What follows belongs to an exercise in optimizing a design on an open flow for small area; a production flow would make more cautious choices.
Only simulation tests tie the RTL to the original design; equivalence was not proved.
In every run shown here, the design's own scripts or RTL, not TritonCTS, make the clock network.
The flow treats the clock pin as an ideal source. Dropping or thinning the clock tree relies on that and would not hold on a real chip.
Power figures rest on the tool's default switching activity, not on a simulated workload.

==> flow/design.v <==
module sevenseg(data, show);
input   [3:0]  data;
output  [6:0]  show;
assign show[0] = (data[2] & ~data[0]) | (~data[3] & ~data[1] & data[0]);
assign show[1] = (data[2] & data[0]);
assign show[2] = (~data[3] & ~data[2] & data[1] & ~data[0]);
assign show[3] = (~data[1] & data[0]) | (data[2] & ~data[0]);
assign show[4] = (~data[2] & data[0]) | (~data[3] & data[2]);
assign show[5] = (~data[1] & data[0]) | (~data[3] & ~data[2] & data[1]);
assign show[6] = (~data[1]);
endmodule
module sevenseg6(data, show);
input   [2:0]  data;
output  [6:0]  show;
assign show[0] = (data[2] & ~data[0]) | (~data[2] & data[1] & data[0]);
assign show[1] = (data[2] & data[1]);
assign show[2] = (~data[2] & ~data[1] & data[0]);
assign show[3] = (data[2] & ~data[0]) | (~data[2] & data[1] & data[0]);
assign show[4] = (data[2]) | (data[1] & data[0]);
assign show[5] = (~data[1] & data[0]) | (data[2] & ~data[1]);
assign show[6] = (~data[0]);
endmodule
module debounce(clk, rst, button, pressed);
input   clk, rst, button;
output  pressed;
reg  [8:0]  last;
parameter   INV    = 9'b010101010;
parameter   QSTATE = 9'd67;    
wire [8:0] s   = last ^ INV;
wire       q   = (s == QSTATE);
wire       clr = rst | button;
wire       fb  = ~(s[8] ^ s[4]);
wire [8:0] sn;
assign pressed = q;
assign sn[0]   = ~clr & (q | fb);
assign sn[8:1] = (clr | q) ? 8'd0 : s[7:0];
always @ (posedge clk)
  last <= sn ^ INV;
endmodule
`timescale 1 ns/ 1 ns
module count(clk, rst, key_reset, key_start_pause, key_display,
                    hex0, hex1, hex2, hex3, hex4, hex5,
                    led0, led1, led2, led3                  );
input          clk, rst, key_reset, key_start_pause, key_display;
output  [6:0]  hex0, hex1, hex2, hex3, hex4, hex5;
output         led0, led1, led2, led3;
reg         led0, led1, led2;
reg [4:0]   cnt;
reg [3:0]   s0, s1, s2, s4;
reg [2:0]   s3, s5;
wire [3:0]  d0, d1, d2, d4;
wire [2:0]  d3, d5;
wire        l0, l1, l2, l3, l4, l5;
wire reset_set, start_set, display_set;
assign led3 = 1'b0;
sevenseg  led8_0(.data(s0), .show(hex0));
sevenseg  led8_1(.data(s1), .show(hex1));
sevenseg  led8_2(.data(s2), .show(hex2));
sevenseg6 led8_3(.data(s3), .show(hex3));
sevenseg  led8_4(.data(s4), .show(hex4));
sevenseg6 led8_5(.data(s5), .show(hex5));
debounce rst_key(.clk(clk), .rst(rst), .button(key_reset), .pressed(reset_set));
debounce stt(.clk(clk), .rst(rst), .button(key_start_pause), .pressed(start_set));
debounce dsp(.clk(clk), .rst(rst), .button(key_display), .pressed(display_set));
wire clr = rst | reset_set;
always @ (posedge clk)
begin
  led0 <= ~clr & (start_set | led0);
  led1 <= ~clr & (start_set ^ led1);
  led2 <= ~clr & (display_set ^ led2);
end
parameter TINV = 5'b01010;
wire [4:0] t     = cnt ^ TINV;
wire       pulse = (t == 5'd9);
wire       run   = led1;
wire [4:0] tn;
assign tn[0]   = ~clr & (pulse ? run : (run ? ~(t[4] ^ t[2]) : t[0]));
assign tn[4:1] = (clr | pulse) ? 4'd0 : (run ? t[3:0] : t[4:1]);
always @ (posedge clk)
  cnt <= tn ^ TINV;
digit10 dg0(.clk(clk), .clr(clr), .cin(pulse), .d(d0), .isl(l0));
digit10 dg1(.clk(clk), .clr(clr), .cin(l0), .d(d1), .isl(l1));
digit10 dg2(.clk(clk), .clr(clr), .cin(l1), .d(d2), .isl(l2));
digit6  dg3(.clk(clk), .clr(clr), .cin(l2), .d(d3), .isl(l3));
digit10 dg4(.clk(clk), .clr(clr), .cin(l3), .d(d4), .isl(l4));
digit6  dg5(.clk(clk), .clr(clr), .cin(l4), .d(d5), .isl(l5));
wire hold = led2 & ~rst;
wire load = ~led2 & ~rst;
always @ (posedge clk)
begin
  s0 <= (s0 & {4{hold}}) | (d0 & {4{load}});
  s1 <= (s1 & {4{hold}}) | (d1 & {4{load}});
  s2 <= (s2 & {4{hold}}) | (d2 & {4{load}});
  s3 <= (s3 & {3{hold}}) | (d3 & {3{load}});
  s4 <= (s4 & {4{hold}}) | (d4 & {4{load}});
  s5 <= (s5 & {3{hold}}) | (d5 & {3{load}});
end
endmodule
module digit10(clk, clr, cin, d, isl);
input          clk, clr, cin;
output reg [3:0] d;
output         isl;
wire [4:0] x = {cin, d};
assign isl = (d[3] & ~d[1] & ~d[0]);
always @ (posedge clk)
begin
  d[0] <= ~clr & ((~x[4] & x[0]) | (x[4] & ~x[0]) | (x[4] & x[2]));
  d[1] <= ~clr & ((~x[3] & x[1]) | (~x[4] & x[1]) | (x[4] & ~x[1] & x[0]) | (x[1] & ~x[0]));
  d[2] <= ~clr & ((~x[3] & x[2]) | (~x[4] & x[2]) | (x[4] & ~x[3] & x[1] & x[0]));
  d[3] <= ~clr & ((x[3] & x[1]) | (x[3] & x[0]) | (x[4] & x[2] & x[0]));
end
endmodule
module digit6(clk, clr, cin, d, isl);
input          clk, clr, cin;
output reg [2:0] d;
output         isl;
wire [3:0] x = {cin, d};
assign isl = (d[1] & ~d[0]);
always @ (posedge clk)
begin
  d[0] <= ~clr & ((~x[1] & x[0]) | (~x[2] & x[0]) | (~x[3] & x[0]) | (x[3] & x[2] & ~x[1]));
  d[1] <= ~clr & ((x[1] & x[0]) | (x[3] & x[2] & x[0]));
  d[2] <= ~clr & ((~x[3] & x[2]) | (x[3] & ~x[2]));
end
endmodule
==> flow/flow/run.sh <==
#!/bin/bash
# Own layout flow: the standard layout (standard.sh), with
#  - synthesis mapped by ABC for area (my_synth.tcl, area.abc), no adder extraction;
#  - the smallest buffer on the ports;
#  - drivers of high-fanout nets upsized before repair_design (upsize.tcl);
#  - a small two-level clock tree built by manual_cts.tcl in place of CTS.
set -euo pipefail
W=$(pwd)
sed -e "s|SYNTH_SCRIPT=[^ ]*|SYNTH_SCRIPT=$W/flow/my_synth.tcl ADDER_MAP_FILE=|" standard.sh > own_standard.sh
bash own_standard.sh \
  "BUFFER_PORTS_ARGS=-buffer_cell sky130_fd_sc_hd__buf_1" \
  "MIN_BUF_CELL_AND_PORTS=sky130_fd_sc_hd__buf_1 A X" \
  "PRE_RESIZE_TCL=$W/flow/upsize.tcl" \
  "PRE_CTS_TCL=$W/flow/manual_cts.tcl" \
  finish > make.log 2>&1
==> flow/flow/area.abc <==
strash
&get -n
&st
&dch -f
&nf -R 1000
&put
topo
==> flow/flow/manual_cts.tcl <==
# PRE_CTS_TCL hook: replaces clock_tree_synthesis by a small two-level clock
# tree. The clock pins are split into manual_cts_groups groups by recursive
# bisection of their positions; each group gets a leaf buffer at its centre,
# and one root buffer, driven by the clock port, drives the leaf buffers.
# The number of groups grows from manual_cts_groups until the estimated
# clock-pin slew is low enough.
set ::manual_cts_root sky130_fd_sc_hd__clkbuf_4
set ::manual_cts_leaf sky130_fd_sc_hd__clkbuf_4
set ::manual_cts_groups 4
# the first group count whose clock pins all have an estimated slew at most
# this (ns) is kept
set ::manual_cts_max_slew 0.105
set ::manual_cts_max_groups 16

rename clock_tree_synthesis orfs_clock_tree_synthesis

proc manual_cts_split {sinks k} {
  if {$k <= 1 || [llength $sinks] < 2} { return [list $sinks] }
  set xs {}; set ys {}
  foreach s $sinks { lappend xs [lindex $s 1]; lappend ys [lindex $s 2] }
  set dx [expr {[tcl::mathfunc::max {*}$xs] - [tcl::mathfunc::min {*}$xs]}]
  set dy [expr {[tcl::mathfunc::max {*}$ys] - [tcl::mathfunc::min {*}$ys]}]
  set axis [expr {$dx >= $dy ? 1 : 2}]
  set sorted [lsort -integer -index $axis $sinks]
  set k1 [expr {$k / 2}]
  set h [expr {[llength $sorted] * $k1 / $k}]
  return [concat [manual_cts_split [lrange $sorted 0 [expr {$h - 1}]] $k1] \
                 [manual_cts_split [lrange $sorted $h end] [expr {$k - $k1}]]]
}

proc manual_cts_centre {items} {
  set sx 0; set sy 0
  foreach s $items { set sx [expr {$sx + [lindex $s 1]}]; set sy [expr {$sy + [lindex $s 2]}] }
  set n [llength $items]
  return [list [expr {$sx / $n}] [expr {$sy / $n}]]
}

proc manual_cts_buffer {block master name in_net out_name loc} {
  set buf [odb::dbInst_create $block $master $name]
  set out [odb::dbNet_create $block $out_name]
  $out setSigType CLOCK
  [$buf findITerm A] connect $in_net
  [$buf findITerm X] connect $out
  $buf setLocation [lindex $loc 0] [lindex $loc 1]
  $buf setPlacementStatus PLACED
  return $out
}

proc manual_cts_build {net name sinks k} {
  global manual_cts_root manual_cts_leaf
  set block [ord::get_db_block]
  set db [ord::get_db]
  set groups [manual_cts_split $sinks $k]
  set centres {}
  foreach g $groups { lappend centres [concat x [manual_cts_centre $g]] }
  set root_net [manual_cts_buffer $block [$db findMaster $manual_cts_root] clkbuf_root_$name $net \
    clknet_root_$name [manual_cts_centre $centres]]
  set made [list [$block findInst clkbuf_root_$name] $root_net]
  set i 0
  foreach g $groups c $centres {
    set leaf_net [manual_cts_buffer $block [$db findMaster $manual_cts_leaf] clkbuf_leaf_${i}_$name \
      $root_net clknet_leaf_${i}_$name [lrange $c 1 2]]
    lappend made [$block findInst clkbuf_leaf_${i}_$name] $leaf_net
    foreach s $g {
      set it [lindex $s 0]
      $it disconnect
      $it connect $leaf_net
    }
    incr i
  }
  return $made
}

proc manual_cts_teardown {net sinks made} {
  foreach s $sinks {
    set it [lindex $s 0]
    $it disconnect
    $it connect $net
  }
  foreach {buf out_net} $made {
    odb::dbInst_destroy $buf
    odb::dbNet_destroy $out_net
  }
}

proc manual_cts_max_slew {} {
  estimate_parasitics -placement
  set m 0
  foreach p [get_pins -hierarchical */CLK] {
    set s [get_property $p slew_max]
    if {$s > $m} { set m $s }
  }
  return $m
}

proc clock_tree_synthesis {args} {
  global manual_cts_groups manual_cts_max_slew manual_cts_max_groups manual_cts_leaf
  set block [ord::get_db_block]
  set_propagated_clock [all_clocks]
  foreach src [get_property [all_clocks] sources] {
    set name [get_full_name $src]
    set net [$block findNet $name]
    set sinks {}
    foreach it [$net getITerms] {
      set loc [[$it getInst] getLocation]
      lappend sinks [list $it [lindex $loc 0] [lindex $loc 1]]
    }
    for {set k $manual_cts_groups} {1} {incr k} {
      set made [manual_cts_build $net $name $sinks $k]
      set slew [manual_cts_max_slew]
      puts "manual clock tree: $k leaves ($manual_cts_leaf), estimated max clock-pin slew $slew"
      if {$slew <= $manual_cts_max_slew || $k >= $manual_cts_max_groups} break
      manual_cts_teardown $net $sinks $made
    }
  }
}
==> flow/flow/my_synth.tcl <==
# Standard synthesis (synth_recipe.tcl), except that ABC maps with the area
# script beside this file and without a delay target.
set my_abc_script [file join [file dirname [file normalize [info script]]] area.abc]
proc synth {args} { yosys synth -nofsm -noshare {*}$args }
proc abc {args} {
  global my_abc_script
  set out {}
  set skip 0
  foreach a $args {
    if {$skip} { set skip 0; continue }
    if {$a eq "-script" || $a eq "-D"} { set skip 1; continue }
    lappend out $a
  }
  yosys abc -script $my_abc_script {*}$out
}
source $::env(SCRIPTS_DIR)/synth.tcl
# left out here: clear keep_hierarchy, flatten, clean up, hide names made inside functions, write 1_2_yosys.v
==> flow/flow/upsize.tcl <==
# Upsizes the drivers of high-fanout nets to a stronger cell of the same
# function, so that repair_design need not buffer them.
proc my_upsize_fanout {min_fanout} {
  set db [ord::get_db]
  foreach net [[ord::get_db_block] getNets] {
    if {[$net getSigType] ne "SIGNAL"} continue
    set drv ""; set n 0
    foreach it [$net getITerms] {
      if {[$it isOutputSignal]} { set drv $it } else { incr n }
    }
    if {$drv eq "" || $n < $min_fanout} continue
    set inst [$drv getInst]
    set m [[$inst getMaster] getName]
    if {![regexp {^(.*)_([01])$} $m -> base size]} continue
    foreach s {2 4} {
      set new [$db findMaster ${base}_$s]
      if {$new ne "NULL" && $new ne ""} {
        $inst swapMaster $new
        puts "upsized [$inst getName] $m -> ${base}_$s (fanout $n)"
        break
      }
    }
  }
}
my_upsize_fanout 12
==> flow/standard.sh <==
#!/bin/bash
# synth_recipe.tcl (not shown) runs the flow's synth.tcl, then flattens the netlist and writes it again
# the make line also repeats each setting of config.mk as NAME=value (left out here)
make -C /OpenROAD-flow-scripts/flow DESIGN_CONFIG=/design/flow/config.mk WORK_HOME=/design/flow/orfs CLKGATE_MAP_FILE= SYNTH_SCRIPT=/design/flow/synth_recipe.tcl "${@:-finish}"
==> flow/config.mk <==
export PLATFORM = sky130hd
export DESIGN_NAME = count
export DESIGN_NICKNAME = count
export VERILOG_FILES = /design/flow/design.v
export SDC_FILE = /design/flow/constraint.sdc
export NUM_CORES = 4
export LEC_CHECK = 0
export CAP_MARGIN = 0
export CORE_MARGIN = 2
export CORE_UTILIZATION = 72
export GPL_TIMING_DRIVEN = 0
export PLACE_DENSITY = 0.85
export SLEW_MARGIN = 0
==> flow/constraint.sdc <==
create_clock -name core_clock -period 5.0 [get_ports {clk}]
set_input_delay 1.0000 -clock core_clock [delete_from_list [all_inputs] [get_ports {clk}]]
set_output_delay 1.0000 -clock core_clock [all_outputs]
set_load 0.01 [all_outputs]
==> metrics.log, run 1 <==
INFO  metric cp_cell_sequence = nor2_1 -> nor2_1 -> a21boi_0 -> buf_1 -> buf_1
INFO  metric worst_hold_path.num_cells = 1
INFO  metric rsz_0062_raised_after_global_routing = no
INFO  metric holdPathEnd = dsp.last[1]
INFO  metric ys_dominant_reg_cell = sky130_fd_sc_hd__dfxtp_1
INFO  metric yosysUniqueCellTypes = 31
INFO  metric timing.rr.start = cnt[4]
INFO  metric area_of_placed_instances = 3070 um^2
INFO  metric filler_cell_count = 243
INFO  metric maxSlewHeadroom = between 30% and 40%
INFO  metric setup.worst_path.start = s3[2]
INFO  metric p_comb_share = ~1.9%
INFO  metric slowest_delay = about 440 ps
INFO  metric post_synth_mux_area_share = 0.710%
INFO  metric netlist_top_cells_area = sky130_fd_sc_hd__dfxtp_1 (56%), sky130_fd_sc_hd__nor2_1 (7.5%), sky130_fd_sc_hd__a22o_1 (6.8%), sky130_fd_sc_hd__nand2_1 (4.7%), sky130_fd_sc_hd__a21oi_1 (3.4%)
INFO  metric timing.final.hold_violations = 0
INFO  metric cp_data_arrival_time = 1570 ps
INFO  metric first_global_vias = 2034
INFO  metric power_switching_share = between 20% and 30%
INFO  metric worstPathBufferInverterCount = 2
INFO  metric sequential_fraction_of_the_synthesis_area = 56.1%
INFO  metric total_number_of_vias = 2396
INFO  metric grt_start_max_net_pins = 31
INFO  metric outcome = no timing/DRC/antenna violations
INFO  metric post_synth_inst_count = 313
INFO  metric via_cell_ratio = 5.72
INFO  metric clk_latency = 400 ps
INFO  metric regArea = between 1500 and 2000 um^2
INFO  metric post-cts-setup-buffers = 0
INFO  metric postSynth.asyncResetShare = 0%
INFO  metric die_w = 66.6 um
INFO  metric synth_edf_count = 0
INFO  metric power_report.internal_total = 0.000719 W
INFO  metric hpwl = ~3700 um
INFO  metric clock-skew-final = 9.87 ps
INFO  metric fmax = 390 MHz
INFO  metric drive_above_1_share = about 3.5%
INFO  metric antenna_violating_nets_post_route = 0
INFO  metric fin_crit = 2570 ps
INFO  metric regToRegEndpoint = dg0.d[2]
INFO  metric multi_input_gate_area_in_the_final_layout = 1200 um^2
INFO  metric power_frac_clock = 28.4%
INFO  metric postSynthAreaPerCell = 9.00 um^2
INFO  metric layout.nets = 378
INFO  metric final_design_area_no_fill = 3140 um^2
INFO  metric drt-wirelength-per-cell = 12.5 um
INFO  metric area_share_of_fa_ha_maj_cells_after_synthesis = 0%
INFO  metric worst-endpoint-required = about 4000 ps
INFO  metric synth-xor-area-share = 1.24%
INFO  metric grt.total_usage = between 20% and 30%
INFO  metric timing.critical_path.to_type = output port
INFO  metric globalRoute.totalOverflow = 0
INFO  metric globalplace.congestion = 0.865
INFO  metric buffer_ports.inserted = 49
INFO  metric finalWirelength = 5250 um
INFO  metric setup_total_negative_slack = 0 ps
INFO  metric drv_cap = 0
INFO  metric flops_latches_synth = 79
INFO  metric design.core.area = roughly 3700 um^2
INFO  metric drc = 0
INFO  metric net_switching_power = 0.000189 W
INFO  metric chipHeight = 66.6 um
INFO  metric timing.final.max_slew_violations = 0
INFO  metric floorplan.initialDensity = 75.8%
INFO  metric finish.utilization = between 80 and 90%
INFO  metric hp-start = dsp.last[0]
INFO  metric slowest_stage = sky130_fd_sc_hd__dfxtp_1
INFO  metric post-route-period-util = 51.3%
INFO  metric growth_of_design_area_from_synthesis_to_finish = 11.5%
INFO  metric detail_route.iter0.violations = between 100 and 150
INFO  metric synth_top_family_by_area = simple AND/OR/NAND/NOR gates
INFO  metric worst-slew-pin-transition = 899 ps
INFO  metric syn_area = 2820 um^2
INFO  metric antenna_violations_before_repair = 0
INFO  metric irDropWorstVdd = 0.000277 V
INFO  metric reg2regPathDepth = 4
INFO  metric final_setup_violating_endpoints = 0
INFO  metric share_seq_of_total_power = 69.7%
INFO  metric powerDensity = 289 nW/um^2
INFO  metric fp.dieArea = 4430 um^2
INFO  metric start_kind = flop
INFO  metric grt_pass1_wl = ~8600 um
INFO  metric area_fraction_in_compound_gates_after_synthesis = 16.4%
INFO  metric postCtsHoldBufs = 0
INFO  metric io-pin-count = 51
INFO  metric synth.largest_area_cell = sky130_fd_sc_hd__dfxtp_1
INFO  metric postCtsResizedCells = 0
INFO  metric synth_simple_gate_area_share = 23.8%
INFO  metric clk_transition_reported_paths = 100 ps
INFO  metric rows = 22
INFO  metric path_delay_family = flip-flops
INFO  metric min-delay-path-class = reg -> reg
INFO  metric power_leakage = about 1.2 nW
INFO  metric ff2ff_setup_slack = roughly 3300 ps
INFO  metric synth.yosys.warnings = 4
INFO  metric yosys.area.top_type_share = roughly 56%
INFO  metric synth_fp_nets = approximately 320
INFO  metric worst-setup-path-type = reg -> out
INFO  metric critical_path_peak_fanout = 6
INFO  metric ant_diodes = 0
INFO  metric drt_pass1_iterations = 4
==> synth_stat cells (2+ instances only) <==
| cell | number |
|---|---|
| sky130_fd_sc_hd__a211oi_1 | 5 |
| sky130_fd_sc_hd__a21boi_0 | 2 |
| sky130_fd_sc_hd__a21oi_1 | 19 |
| sky130_fd_sc_hd__a22o_1 | 22 |
| sky130_fd_sc_hd__a31oi_1 | 3 |
| sky130_fd_sc_hd__a41o_1 | 3 |
| sky130_fd_sc_hd__and2_0 | 6 |
| sky130_fd_sc_hd__and3_1 | 3 |
| sky130_fd_sc_hd__buf_1 | 3 |
| sky130_fd_sc_hd__clkinv_1 | 9 |
| sky130_fd_sc_hd__dfxtp_1 | 79 |
| sky130_fd_sc_hd__mux2i_1 | 2 |
| sky130_fd_sc_hd__nand2_1 | 35 |
| sky130_fd_sc_hd__nand2b_1 | 5 |
| sky130_fd_sc_hd__nand3_1 | 7 |
| sky130_fd_sc_hd__nor2_1 | 56 |
| sky130_fd_sc_hd__nor2b_1 | 2 |
| sky130_fd_sc_hd__nor3_1 | 17 |
| sky130_fd_sc_hd__nor3b_1 | 2 |
| sky130_fd_sc_hd__nor4_1 | 3 |
| sky130_fd_sc_hd__o21ai_0 | 13 |
| sky130_fd_sc_hd__or3_1 | 6 |
| sky130_fd_sc_hd__xor2_1 | 3 |
==> final cells by class <==
cell class | count | area share (%)
plain buffers | 12 | 2.51
inverters | 9 | 1.08
multi-input cells | 222 | 38.3
flip-flops and latches | 79 | 50.4
repair buffers | 49 | 5.86
well taps | 48 | 1.91
==> power by group through the flow <==
stage	clock, W	combinational [W]	sequential, W
detailed placement	0	0.0000170	0.000647
floorplan	0	0.0000105	0.000646
global placement	0	0.0000160	0.000647
global route	0.000292	0.0000188	0.000633
finish	0.000258	0.0000171	0.000632
CTS	0.000265	0.0000172	0.000632
==> worst register-to-register path, delay by kind of cell (launching register included) <==
kind            cells  cell delay, ps
simple gates        3            1050
compound gates      1             190
flops               1             360
==> sequential cells by signal, indices dropped and copies added (netlist names) <==
| signal | cells |
|---|---|
| cnt | 5 |
| dg0.d | 4 |
| dg1.d | 4 |
| dg2.d | 4 |
| dg3.d | 3 |
| dg4.d | 4 |
| dg5.d | 3 |
| dsp.last | 9 |
| led0 | 1 |
| led1 | 1 |
| led2 | 1 |
| rst_key.last | 9 |
| s0 | 4 |
| s1 | 4 |
| s2 | 4 |
| s3 | 3 |
| s4 | 4 |
| s5 | 3 |
| stt.last | 9 |
==> layout by cell type (no fill, tap or decap) <==
cell,netlist,layout
sky130_fd_sc_hd__nand3_1,7,7
sky130_fd_sc_hd__nor2b_2,0,1
sky130_fd_sc_hd__o21ai_0,13,13
sky130_fd_sc_hd__and3_1,3,3
sky130_fd_sc_hd__nand4b_1,1,1
sky130_fd_sc_hd__nor3b_1,2,2
sky130_fd_sc_hd__a21oi_1,19,19
sky130_fd_sc_hd__a21boi_0,2,2
sky130_fd_sc_hd__or2_2,0,1
sky130_fd_sc_hd__o21a_1,1,1
sky130_fd_sc_hd__nor2b_1,2,1
sky130_fd_sc_hd__nor3_1,17,17
sky130_fd_sc_hd__conb_1,1,1
sky130_fd_sc_hd__a211oi_1,5,5
sky130_fd_sc_hd__nor2_1,56,55
sky130_fd_sc_hd__nand4_1,1,1
sky130_fd_sc_hd__nand2_1,35,35
sky130_fd_sc_hd__a31oi_1,3,3
sky130_fd_sc_hd__and2_0,6,6
sky130_fd_sc_hd__dfxtp_1,79,79
sky130_fd_sc_hd__mux2i_1,2,2
sky130_fd_sc_hd__nor4_1,3,2
sky130_fd_sc_hd__or3_1,6,6
sky130_fd_sc_hd__a41o_1,3,3
sky130_fd_sc_hd__nor4b_1,1,1
sky130_fd_sc_hd__clkbuf_4,0,9
sky130_fd_sc_hd__nand2b_1,5,5
sky130_fd_sc_hd__buf_1,3,52
sky130_fd_sc_hd__nor4_2,0,1
sky130_fd_sc_hd__nor2_2,0,1
sky130_fd_sc_hd__a22o_1,22,22
sky130_fd_sc_hd__xnor2_1,1,1
sky130_fd_sc_hd__xor2_1,3,3
sky130_fd_sc_hd__nand3b_1,1,1
sky130_fd_sc_hd__clkinv_1,9,9
==> through the flow <==
stage | setup WS, ps | instances | hold WS (ps) | total power, W
3_3_place_gp | 1910 | 410 | 364 | 0.000663
6_report | 2430 | 419 | 388 | 0.000907
5_1_grt | 2290 | 419 | 406 | 0.000943
3_5_place_dp | 2660 | 410 | 366 | 0.000664
2_1_floorplan | 2800 | 313 | 358 | 0.000657
4_1_cts | 2420 | 419 | 385 | 0.000914
==> worst max-delay path by stage <==
stage                                 end  slack [ps]  depth (start not counted)
after CTS                         hex3[3]        2420                          5
after global routing              hex3[3]        2290                          5
after global placement    rst_key.last[7]        1910                          4
after floorplan                   hex3[3]        2800                          4
final                             hex3[3]        2430                          5
after detailed placement  rst_key.last[5]        2660                          4
==> kinds of logic (layout without fill, tap and decap cells) <==
kind of cell	Yosys count	in the layout
simple gates	147	147
compound gates	68	68
flops	79	79
mux	2	2
xor+xnor	4	4
buf+inv	12	70
other cells	1	1
==> per-layer routing <==
layer	part of all wire (%)	track usage [%]	vias up
met3	4.9	2.87	9
met4	1.3	5.61	0
met5	0	0	-
met2	48	43.3	68
met1	45	30.4	1106
li1	-	-	1213
==> run 2: changes to the inputs <==
==> flow/flow/area.abc (replaced) <==
strash
&get -n
&st
&dch -f
&nf -R 1000
&put
strash
dch -f
map -a
strash
&get -n
&st
&dch -f
&nf -R 1000
&put
topo
--- a/flow/flow/manual_cts.tcl
+++ b/flow/flow/manual_cts.tcl
@@ -11,3 +11,3 @@
 # this (ns) is kept
-set ::manual_cts_max_slew 0.105
+set ::manual_cts_max_slew 0.115
 set ::manual_cts_max_groups 16
==> run 2 against run 1 <==
Compared with the run above:
- still clean
- first-iteration DRC count is 14% lower
- critical path depth stayed put
- final area is 1.3% lower
- routed wire length is 0.69% higher
- combinational power is 3% higher
- synthesized area is 0.98% lower
- die area is 0.91% lower
- clock skew is 3.9 ps higher
- worst hold slack worse by 1.5 ps
- sequential share of layout area is 0.69 points higher
- sequential power hardly changed
- utilization is 0.45 points lower
- critical path type unchanged
- largest power group unchanged
==> metrics.log, run 2 <==
INFO  metric clk_latency = 410 ps
INFO  metric fin_total_pwr = between 0.0008 and 0.0009 W
INFO  metric flops_latches_synth = 79
INFO  metric io-pin-count = 51
INFO  metric timing.final.max_slew_violations = 0
INFO  metric clk_transition_reported_paths = 120 ps
INFO  metric total_number_of_vias = 2372
INFO  metric post-cts-setup-buffers = 0
INFO  metric start_kind = flop
INFO  metric via_cell_ratio = ~5.7
INFO  metric critical_path_peak_fanout = 6
INFO  metric chipHeight = 66.3 um
INFO  metric yosysUniqueCellTypes = 29
INFO  metric powerDensity = 290 nW/um^2
INFO  metric drc = 0
INFO  metric grt.total_usage = 24.4%
INFO  metric filler_cell_count = 232
INFO  metric ys_dominant_reg_cell = sky130_fd_sc_hd__dfxtp_1
INFO  metric min-delay-path-class = reg -> reg
INFO  metric yosys.area.top_type_share = 56.7%
INFO  metric syn_area = 2790 um^2
INFO  metric regArea = 1580 um^2
INFO  metric rsz_0062_raised_after_global_routing = no
INFO  metric power_frac_clock = between 20 and 30%
INFO  metric power_switching_share = 21.0%
INFO  metric synth.largest_area_cell = sky130_fd_sc_hd__dfxtp_1
INFO  metric die_w = 66.3 um
INFO  metric final_setup_violating_endpoints = 0
INFO  metric worst-setup-path-type = reg -> out
INFO  metric outcome = no timing/DRC/antenna violations
INFO  metric most_numerous_cell_in_the_yosys_netlist = sky130_fd_sc_hd__dfxtp_1
INFO  metric worst_hold_path.num_cells = 1
INFO  metric postSynth.asyncResetShare = 0%
INFO  metric detailedPlace.worstSlack = approximately 2700 ps
INFO  metric power_report.internal_total = 0.000710 W
INFO  metric holdPathEnd = rst_key.last[3]
INFO  metric post-route-period-util = 51.5%
INFO  metric ff2ff_setup_slack = 3050 ps
INFO  metric final_critical_path_setup_slack = 2430 ps
INFO  metric synth.yosys.warnings = 4
INFO  metric post_synth_inst_count = 311
INFO  metric buffer_ports.inserted = a little under 50
INFO  metric worst-endpoint-required = around 4000 ps
INFO  metric grt_pass1_wl = approximately 8600 um
INFO  metric postCtsResizedCells = 0
INFO  metric design.core.area = 3690 um^2
INFO  metric most_frequent_cells_in_the_layout = sky130_fd_sc_hd__dfxtp_1 (78), sky130_fd_sc_hd__buf_1 (52), sky130_fd_sc_hd__nor2_1 (50)
INFO  metric mostFrequentLayoutCell = sky130_fd_sc_hd__dfxtp_1
INFO  metric timing.critical_path.to_type = output port
INFO  metric floorplan.initialDensity = 75.6%
INFO  metric layout.nets = about 380
INFO  metric multi_input_gate_area_in_the_final_layout = 1160 um^2
INFO  metric drt_pass1_iterations = 5
INFO  metric drt-wirelength-per-cell = 12.7 um
INFO  metric fin_crit = about 2600 ps
INFO  metric synth_edf_count = 0
INFO  metric ant_diodes = 0
INFO  metric maxSlewHeadroom = a little under a third
INFO  metric cp_data_arrival_time = approximately 1600 ps
INFO  metric grt_start_max_net_pins = 31
INFO  metric synth_fp_nets = 316
INFO  metric drv_cap = 0
INFO  metric timing.rr.start = cnt[2]
INFO  metric p_comb_share = 2.0%
INFO  metric worst-slew-pin-transition = a little over 1000 ps
INFO  metric detail_route.iter0.violations = 101
INFO  metric drive_above_1_share = 3.26%
INFO  metric rows = 22
INFO  metric hp-start = rst_key.last[2]
INFO  metric sequential_fraction_of_the_synthesis_area = 56.7%
INFO  metric power_leakage = 1.15 nW
INFO  metric registers_with_the_highest_flip_flop_counts = dsp.last (9), rst_key.last (9), stt.last (9)
INFO  metric postCtsHoldBufs = 0
INFO  metric finalWirelength = between 5000 and 6000 um
INFO  metric timing.final.hold_violations = 0
INFO  metric setup_total_negative_slack = 0 ps
INFO  metric reg2regPathDepth = 4
INFO  metric postSynthAreaPerCell = 8.97 um^2
INFO  metric irDropWorstVdd = 0.000224 V
INFO  metric netlist_top_cells_area = sky130_fd_sc_hd__dfxtp_1 (57%), sky130_fd_sc_hd__a22o_1 (6.9%), sky130_fd_sc_hd__nor2_1 (6.9%), sky130_fd_sc_hd__nand2_1 (5.1%), sky130_fd_sc_hd__a21oi_1 (3.9%)
INFO  metric regToRegEndpoint = dg0.d[2]
INFO  metric antenna_violating_nets_post_route = 0
INFO  metric antenna_violations_before_repair = 0
INFO  metric growth_of_design_area_from_synthesis_to_finish = 11.1%
INFO  metric fmax = 389 MHz
INFO  metric globalplace.congestion = 0.816
INFO  metric clock-skew-final = ~14 ps
INFO  metric synth_top_cells_by_count = sky130_fd_sc_hd__dfxtp_1 (79), sky130_fd_sc_hd__nor2_1 (51), sky130_fd_sc_hd__nand2_1 (38)
INFO  metric hpwl = 3710 um
INFO  metric share_seq_of_total_power = 70.3%
INFO  metric net_switching_power = 0.000189 W
INFO  metric first_global_vias = between 2000 and 2500
INFO  metric fp.dieArea = 4390 um^2
INFO  metric globalRoute.totalOverflow = 0
INFO  metric finish.utilization = 84.1%
-- run 2: cell count changes in the layout (fill, tap and decap cells not counted), sizes merged, moves of 3 or more --
cell    before  now
a41o         3    0
o21ai       13   16
nor2        56   51
nor3        17   13
a21oi       19   22
nand2       35   38
a211oi       5    2
nand3        7    4
nor2b        2    5
-- run 2: power by group through the flow --
stage	Combinational (W)	Clock [W]	Sequential [W]
floorplan	0.0000114	0	0.000646
global placement	0.0000164	0	0.000647
detailed placement	0.0000176	0	0.000647
CTS	0.0000176	0.000257	0.000633
global route	0.0000198	0.000277	0.000633
finish	0.0000176	0.000249	0.000633
-- run 2: per-stage QoR --
stage	hold slack (ps)	instances	area [um^2]
after global placement	365	408	3030
after CTS	389	416	3100
final	387	416	3100
after detailed placement	371	408	3040
after global routing	414	416	3100
after floorplan	353	311	2790
-- run 2: how the worst max path moves through the flow --
stage	slack, ps	cells past startpoint	startpoint	end
6_report	2430	5	s3[2]	hex3[3]
5_1_grt	2210	5	s3[2]	hex3[3]
3_3_place_gp	2060	4	rst	rst_key.last[7]
3_5_place_dp	2690	3	rst	cnt[4]
4_1_cts	2390	5	s3[2]	hex3[3]
2_1_floorplan	2800	4	s3[2]	hex3[3]
-- run 2: logic make-up after synthesis --
group | count (synthesis) | synth area share, %
other | 1 | 0.134
and+or+nand+nor | 140 | 22.7
AOI/OAI and AO/OA | 75 | 17.8
xor gates and xnor gates | 3 | 0.942
buffers and inverters | 13 | 1.75
DFF | 79 | 56.7
-- run 2: routing by layer --
metal	global-route usage, %	part of all wire, %
met5	0	0
met4	7.65	1.8
met3	2.56	5.0
met1	28.0	43
met2	46.9	50
-- run 2: layout make-up --
class	count	area share, %
Sequential cell	79	51.0
Multi-Input combinational cell	219	37.6
Timing Repair Buffer	49	5.93
Buffer	11	2.30
Tap cell	48	1.94
Inverter	10	1.21
-- run 2: critical path, stage by stage (launching register included) --
cell	delay [ps]
sky130_fd_sc_hd__dfxtp_1	440
sky130_fd_sc_hd__nor2_1	80
sky130_fd_sc_hd__nor2_1	130
sky130_fd_sc_hd__a21boi_0	270
sky130_fd_sc_hd__buf_1	120
sky130_fd_sc_hd__buf_1	140
==> run 3: changes to the inputs <==
--- a/flow/design.v
+++ b/flow/design.v
@@ -3,8 +3,8 @@
 output  [6:0]  show;
-assign show[0] = (data[2] & ~data[0]) | (~data[3] & ~data[1] & data[0]);
+assign show[0] = (~data[3] & ~data[1] & data[0]) | (~data[3] & data[2] & ~data[0]);
 assign show[1] = (data[2] & data[0]);
 assign show[2] = (~data[3] & ~data[2] & data[1] & ~data[0]);
-assign show[3] = (~data[1] & data[0]) | (data[2] & ~data[0]);
-assign show[4] = (~data[2] & data[0]) | (~data[3] & data[2]);
-assign show[5] = (~data[1] & data[0]) | (~data[3] & ~data[2] & data[1]);
+assign show[3] = (data[2] & ~data[1]) | (~data[1] & data[0]) | (data[2] & ~data[0]);
+assign show[4] = (~data[3] & data[0]) | (~data[2] & data[0]) | (~data[3] & data[2]);
+assign show[5] = (data[2] & ~data[1]) | (~data[1] & data[0]) | (~data[3] & ~data[2] & data[1]);
 assign show[6] = (~data[1]);
@@ -19,3 +19,3 @@
 assign show[4] = (data[2]) | (data[1] & data[0]);
-assign show[5] = (~data[1] & data[0]) | (data[2] & ~data[1]);
+assign show[5] = (data[2] & ~data[1]) | (~data[1] & data[0]);
 assign show[6] = (~data[0]);
--- a/flow/flow/manual_cts.tcl
+++ b/flow/flow/manual_cts.tcl
@@ -11,3 +11,3 @@
 # this (ns) is kept
-set ::manual_cts_max_slew 0.115
+set ::manual_cts_max_slew 0.105
 set ::manual_cts_max_groups 16
==> run 3 against run 2 <==
Compared with the run above:
- setup slack better by 23 ps
- final area down 0.56%
- worst hold slack worse by 16 ps
- via count fell by 2.4%
- first-iteration DRC count is 6.9% higher
- maximum frequency up 0.90%
- largest power group unchanged
==> metrics.log, run 3 <==
INFO  metric antenna_violating_nets_post_route = 0
INFO  metric fin_crit = 2550 ps
INFO  metric globalRoute.totalOverflow = 0
INFO  metric growth_of_design_area_from_synthesis_to_finish = 11.5%
INFO  metric synth_fp_nets = ~310
INFO  metric detail_route.iter0.violations = 108
INFO  metric outcome = no timing/DRC/antenna violations
INFO  metric via_cell_ratio = 5.66
INFO  metric yosys.area.top_type_share = between 50% and 60%
INFO  metric drt-wirelength-per-cell = 12.7 um
INFO  metric ys_dominant_reg_cell = sky130_fd_sc_hd__dfxtp_1
INFO  metric total_number_of_vias = 2315
INFO  metric drive_above_1_share = 3.60%
INFO  metric drv_cap = 0
INFO  metric worst-setup-path-type = reg -> out
INFO  metric netlist_top_cells_area = sky130_fd_sc_hd__dfxtp_1 (57%), sky130_fd_sc_hd__a22o_1 (7.0%), sky130_fd_sc_hd__nor2_1 (6.9%), sky130_fd_sc_hd__a21oi_1 (4.7%), sky130_fd_sc_hd__nand2_1 (3.5%)
INFO  metric setup_total_negative_slack = 0 ps
INFO  metric synth.yosys.warnings = 4
INFO  metric timing.final.max_slew_violations = 0
INFO  metric design.core.area = 3690 um^2
INFO  metric synth_top_cells_by_count = sky130_fd_sc_hd__dfxtp_1 (79), sky130_fd_sc_hd__nor2_1 (51), sky130_fd_sc_hd__a21oi_1 (26), sky130_fd_sc_hd__nand2_1 (26), sky130_fd_sc_hd__a22o_1 (22)
INFO  metric cp_data_arrival_time = 1550 ps
INFO  metric worst-slew-pin-transition = around 1000 ps
INFO  metric start_kind = flop
INFO  metric buffer_ports.inserted = 49
INFO  metric timing.final.hold_violations = 0
INFO  metric worst-endpoint-required = roughly 4000 ps
INFO  metric hpwl = ~3700 um
INFO  metric most_numerous_cell_in_the_yosys_netlist = sky130_fd_sc_hd__dfxtp_1
INFO  metric grt.total_usage = roughly a quarter
INFO  metric rows = 22
INFO  metric number_of_placed_cells_counting_well_taps = 400
INFO  metric drc = 0
INFO  metric floorplan.initialDensity = 75.0%
INFO  metric postCtsResizedCells = 0
INFO  metric mostFrequentLayoutCell = sky130_fd_sc_hd__dfxtp_1
INFO  metric antenna_violations_before_repair = 0
INFO  metric post_synth_inst_count = 303
INFO  metric post-route-period-util = roughly half
INFO  metric syn_area = approximately 2800 um^2
INFO  metric postSynthAreaPerCell = 9.13 um^2
INFO  metric powerDensity = 295 nW/um^2
INFO  metric clock-skew-final = 15.1 ps
INFO  metric timing.critical_path.to_type = output port
INFO  metric grt_start_max_net_pins = 31
INFO  metric min-delay-path-class = reg -> reg
INFO  metric postSynth.asyncResetShare = 0%
INFO  metric irDropWorstVdd = 0.000308 V
INFO  metric globalplace.congestion = 0.828
INFO  metric stdcell_count = between 400 and 500
INFO  metric finalWirelength = slightly above 5000 um
INFO  metric chipHeight = around 66 um
INFO  metric maxSlewHeadroom = 32.8%
INFO  metric yosysUniqueCellTypes = 29
INFO  metric first_global_vias = 2071
INFO  metric final_setup_violating_endpoints = 0
INFO  metric clk_latency = 400 ps
INFO  metric grt_pass1_wl = around 8600 um
INFO  metric filler_cell_count = 243
INFO  metric registers_with_the_highest_flip_flop_counts = dsp.last (9), rst_key.last (9), stt.last (9)
INFO  metric clk_transition_reported_paths = 110 ps
INFO  metric sequential_fraction_of_the_synthesis_area = 57.2%
INFO  metric synth_edf_count = 0
INFO  metric post-cts-setup-buffers = 0
INFO  metric die_w = roughly 66 um
INFO  metric most_frequent_cells_in_the_layout = sky130_fd_sc_hd__dfxtp_1 (78), sky130_fd_sc_hd__buf_1 (52), sky130_fd_sc_hd__nor2_1 (50)
INFO  metric postCtsHoldBufs = 0
INFO  metric fp.dieArea = 4350 um^2
INFO  metric synth.largest_area_cell = sky130_fd_sc_hd__dfxtp_1
INFO  metric fmax = 392 MHz
INFO  metric critical_path_peak_fanout = 6
INFO  metric ant_diodes = 0
INFO  metric ff2ff_setup_slack = 3070 ps
INFO  metric layout.nets = around 370
INFO  metric power_leakage = 1.12 nW
INFO  metric io-pin-count = 51
INFO  metric flops_latches_synth = 79
INFO  metric rsz_0062_raised_after_global_routing = no
INFO  metric drt_pass1_iterations = 4
## run 3: cell types whose count changed in the layout (fill, tap and decap cells not counted), sizes merged
cell and change:
a21oi +4, clkbuf +1, nor2b +4, nand2b -4, nand2 -12
## run 3: worst paths after layout
path                   startpoint         endpoint  cells past startpoint
setup / recovery            s3[2]          hex3[3]                      5
hold reg to reg   rst_key.last[0]  rst_key.last[1]                      1
setup reg to reg           cnt[2]         dg0.d[2]                      4
hold / removal    rst_key.last[0]  rst_key.last[1]                      1
## run 3: layer usage
layer	share of wire (%)	global-route usage, %	vias up	routed length, um
li1	-	-	1184	-
met2	51	45.3	60	2660
met3	4.5	2.56	8	235
met4	1.3	6.89	0	70
met5	0	0	-	0
met1	43	29.4	1063	2230
## run 3: layout make-up
class / instances / area, um^2 / area share [%]
Buffer: 12 / 78.8 / 2.56
Sequential cell: 79 / 1580 / 51.3
Multi-Input combinational cell: 211 / 1140 / 37.0
Tap cell: 48 / 60.1 / 1.95
Inverter: 10 / 37.5 / 1.22
Timing Repair Buffer: 49 / 184 / 5.97
## run 3: worst max-delay path, cell delays in order, from the launching register on
cell and delay (ps):
sky130_fd_sc_hd__dfxtp_1 430, sky130_fd_sc_hd__nor2_1 80, sky130_fd_sc_hd__nor2_1 120, sky130_fd_sc_hd__a21boi_0 260
sky130_fd_sc_hd__buf_1 120, sky130_fd_sc_hd__buf_1 150
## run 3: per-stage QoR
step | hold slack, ps | power, W | setup slack (ps) | instance area (um^2) | util, %
floorplan | 353 | 0.000658 | 2800 | 2770 | -
global placement | 361 | 0.000663 | 1990 | 3010 | 81.6
detailed placement | 367 | 0.000664 | 2660 | 3020 | 81.8
CTS | 384 | 0.000913 | 2430 | 3080 | 83.6
global route | 393 | 0.000944 | 2220 | 3080 | 83.6
finish | 371 | 0.000909 | 2450 | 3080 | 83.6
## run 3: kinds of logic after synthesis
family / Yosys count / share of synthesized area [%]
XOR/XNOR: 3 / 0.950
AO/OA/AOI/OAI: 79 / 18.7
other: 1 / 0.136
buffers and inverters: 13 / 1.76
AND/OR/NAND/NOR: 128 / 21.3
flip-flops: 79 / 57.2
## run 3: power breakdown
part           internal (W)  switching [W]
Combinational    0.00000445      0.0000130
Clock             0.0000838       0.000175
Sequential         0.000631     0.00000120
Total              0.000719       0.000189
==> run 4: changes to the inputs <==
--- a/flow/design.v
+++ b/flow/design.v
@@ -27,3 +27,3 @@
 parameter   INV    = 9'b010101010;
-parameter   QSTATE = 9'd67;    
+parameter   QSTATE = 9'd135;   
 wire [8:0] s   = last ^ INV;
@@ -31,3 +31,3 @@
 wire       clr = rst | button;
-wire       fb  = ~(s[8] ^ s[4]);
+wire       fb  = ~(s[8] ^ s[3]);
 wire [8:0] sn;
==> run 4 against run 3 <==
Compared with the run above:
- register-to-register slack got worse by 90 ps
- synthesized area rose by 0.18%
- critical path type unchanged
- critical path depth did not move
- routed wire length fell by 1.1%
- highest routed layer unchanged
- setup slack got worse by 67 ps
- sequential cell count did not move
- final area rose by 0.16%
- utilization rose by 0.14 points
- combinational power barely moved
==> metrics.log, run 4 <==
INFO  metric globalplace.congestion = just under 0.8
INFO  metric post_synth_inst_count = 301
INFO  metric postCtsHoldBufs = 0
INFO  metric floorplan.initialDensity = roughly three quarters
INFO  metric timing.critical_path.to_type = output port
INFO  metric path_delay_family = flip-flops
INFO  metric synth_fp_nets = between 300 and 400
INFO  metric irDropWorstVdd = 0.000216 V
INFO  metric power_switching_share = 20.4%
INFO  metric outcome = no timing/DRC/antenna violations
INFO  metric slowest_delay = 430 ps
INFO  metric clk_latency = 390 ps
INFO  metric total_number_of_vias = roughly 2300
INFO  metric rsz_0062_raised_after_global_routing = no
INFO  metric hp-start = rst_key.last[2]
INFO  metric globalRoute.totalOverflow = 0
INFO  metric syn_area = 2770 um^2
INFO  metric postSynthAreaPerCell = 9.20 um^2
INFO  metric post-cts-setup-buffers = 0
INFO  metric layout.nets = 366
INFO  metric share_seq_of_total_power = a little over two thirds
INFO  metric synth.yosys.warnings = 4
INFO  metric cp_data_arrival_time = 1620 ps
INFO  metric sequential_fraction_of_the_synthesis_area = 57.1%
INFO  metric hpwl = ~3600 um
INFO  metric fin_crit = 2620 ps
INFO  metric maxSlewHeadroom = a little under a third
INFO  metric critical_path_peak_fanout = 6
INFO  metric ff2ff_setup_slack = a little under 3000 ps
INFO  metric drive_above_1_share = 3.62%
INFO  metric die_w = about 66 um
INFO  metric first_global_vias = 2141
INFO  metric antenna_violating_nets_post_route = 0
INFO  metric p_comb_share = 1.9%
INFO  metric most_numerous_cell_in_the_yosys_netlist = sky130_fd_sc_hd__dfxtp_1
INFO  metric fin_total_pwr = roughly 0.00090 W
INFO  metric buffer_ports.inserted = roughly 50
INFO  metric yosys.area.top_type_share = a little under three fifths
INFO  metric most_frequent_cells_in_the_layout = sky130_fd_sc_hd__dfxtp_1 (78), sky130_fd_sc_hd__buf_1 (52), sky130_fd_sc_hd__nor2_1 (49)
INFO  metric ant_diodes = 0
INFO  metric grt_start_max_net_pins = 31
INFO  metric chipHeight = approximately 66 um
INFO  metric slowest_stage = sky130_fd_sc_hd__dfxtp_1
INFO  metric flops_latches_synth = approximately 80
INFO  metric drc = 0
INFO  metric timing.final.max_slew_violations = 0
INFO  metric netlist_top_cells_area = sky130_fd_sc_hd__dfxtp_1 (57%), sky130_fd_sc_hd__a22o_1 (7.0%), sky130_fd_sc_hd__nor2_1 (6.8%), sky130_fd_sc_hd__a21oi_1 (4.7%), sky130_fd_sc_hd__nand2_1 (3.3%)
INFO  metric synth.largest_area_cell = sky130_fd_sc_hd__dfxtp_1
INFO  metric power_report.internal_total = 0.000719 W
INFO  metric drt-wirelength-per-cell = 12.6 um
INFO  metric drv_cap = 0
INFO  metric io-pin-count = 51
INFO  metric finalWirelength = 5140 um
INFO  metric ys_dominant_reg_cell = sky130_fd_sc_hd__dfxtp_1
INFO  metric final_design_area_no_fill = 3090 um^2
INFO  metric clk_transition_reported_paths = around 100 ps
INFO  metric cp_cell_sequence = nor2_1 -> nor2_1 -> a21boi_0 -> buf_1 -> buf_1
INFO  metric fmax = approximately 380 MHz
INFO  metric clock-skew-final = 5.88 ps
INFO  metric mostFrequentLayoutCell = sky130_fd_sc_hd__dfxtp_1
INFO  metric detail_route.iter0.violations = 130
INFO  metric timing.rr.start = cnt[2]
INFO  metric antenna_violations_before_repair = 0
INFO  metric worst-slew-pin-transition = roughly 1000 ps
INFO  metric power_frac_clock = 28.1%
INFO  metric timing.final.hold_violations = 0
INFO  metric rows = 22
INFO  metric synth_top_cells_by_count = sky130_fd_sc_hd__dfxtp_1 (79), sky130_fd_sc_hd__nor2_1 (50), sky130_fd_sc_hd__a21oi_1 (26)
INFO  metric postSynth.asyncResetShare = 0%
INFO  metric min-delay-path-class = reg -> reg
INFO  metric start_kind = flop
INFO  metric design.core.area = 3690 um^2
INFO  metric postCtsResizedCells = 0
INFO  metric setup_total_negative_slack = 0 ps
INFO  metric synth_edf_count = 0
INFO  metric setup.worst_path.start = s3[2]
INFO  metric worst-setup-path-type = reg -> out
INFO  metric final_setup_violating_endpoints = 0
INFO  metric registers_with_the_highest_flip_flop_counts = dsp.last (9), rst_key.last (9), stt.last (9)
INFO  metric via_cell_ratio = 5.60
INFO  metric grt.total_usage = 24.8%
INFO  metric area_of_placed_instances = 3020 um^2
INFO  metric worstPathBufferInverterCount = 2
INFO  metric drt_pass1_iterations = 4
INFO  metric fp.dieArea = 4360 um^2
INFO  metric power_leakage = 1.10 nW
INFO  metric net_switching_power = 0.000185 W
INFO  metric yosysUniqueCellTypes = 31
INFO  metric powerDensity = 293 nW/um^2
INFO  metric post-route-period-util = 52.3%
INFO  metric growth_of_design_area_from_synthesis_to_finish = 11.5%
INFO  metric worst-endpoint-required = 4000 ps
INFO  metric grt_pass1_wl = between 8000 and 9000 um
run 4: cell families (layout without fill, tap and decap cells):
family / count (synthesis) / count (layout) / share of synthesized area [%]
other: 1 / 1 / 0.135
buffers and inverters: 14 / 72 / 1.90
flip-flops: 79 / 79 / 57.1
XOR/XNOR: 4 / 4 / 1.26
AO/OA/AOI/OAI: 78 / 78 / 18.5
AND/OR/NAND/NOR: 125 / 125 / 21.1
run 4: metrics by stage:
stage	instances	hold slack, ps	setup WS, ps	util (%)
2_1_floorplan	301	353	2800	-
5_1_grt	407	410	2180	83.7
6_report	407	388	2380	83.7
4_1_cts	407	392	2360	83.7
3_3_place_gp	398	362	2010	81.7
3_5_place_dp	398	369	2630	81.9
run 4: cell type report:
type,count,area [um^2]
repair buffers,49,184
multi-input cells,208,1140
flip-flops and latches,79,1580
plain buffers,12,78.8
fillers,228,601
well taps,48,60.1
inverters,11,41.3
run 4: layer usage:
metal | global-route usage (%) | vias to the layer above | share of wire (%)
li1 | - | 1171 | -
met2 | 46.5 | 79 | 50
met3 | 1.87 | 12 | 4.6
met5 | 0 | - | 0
met1 | 30.6 | 1016 | 44
met4 | 6.63 | 0 | 1.9
run 4: path summary, 6_finish.rpt:
kind                                        end  cells after the start
worst min register to register  rst_key.last[3]                      1
worst max-delay path                    hex3[3]                      5
worst min-delay path            rst_key.last[3]                      1
worst max register to register         dg0.d[2]                      4
run 4: power by group through the flow:
stage / Combinational (W) / Clock (W) / Sequential [W]
detailed placement: 0.0000170 / 0 / 0.000647
global placement: 0.0000161 / 0 / 0.000647
global route: 0.0000195 / 0.000287 / 0.000633
finish: 0.0000172 / 0.000254 / 0.000632
CTS: 0.0000173 / 0.000259 / 0.000632
floorplan: 0.0000107 / 0 / 0.000646
run 4: worst register-to-register path: stages, from the launching register on:
cell                       delay, ps
sky130_fd_sc_hd__dfxtp_1         350
sky130_fd_sc_hd__nor4_1          880
sky130_fd_sc_hd__and2_0          370
sky130_fd_sc_hd__a21oi_1         110
sky130_fd_sc_hd__a211oi_1        220

separate check: timing with driven ports:
In the flow no input, the clock included, has a driving cell. The finished layouts below were timed again as built, in two steps. Step 1, drivers: a clkbuf_16 drives clk and a buf_2 each remaining input, both assumed. Step 2 times the ports against the registers' clock, not the clock port: input delays grow and output delays shrink by t, the midpoint of the rising clock arrivals with the driver on. a / b / c = ideal ports / drivers / drivers and shift; a / b = the first two.
run	t, ns	setup slack, ns	latest minus earliest clock arrival (ns)	cell pins on the clock port's net
run 1	0.423	2.434 / 2.409 / 2.629	0.011 / 0.010	1
run 2	0.423	2.427 / 2.404 / 2.681	0.014 / 0.015	1
run 3	0.417	2.450 / 2.426 / 2.650	0.016 / 0.015	1
run 4	0.412	2.383 / 2.358 / 2.639	0.005 / 0.006	1
After both steps setup and hold are still met in every run listed.
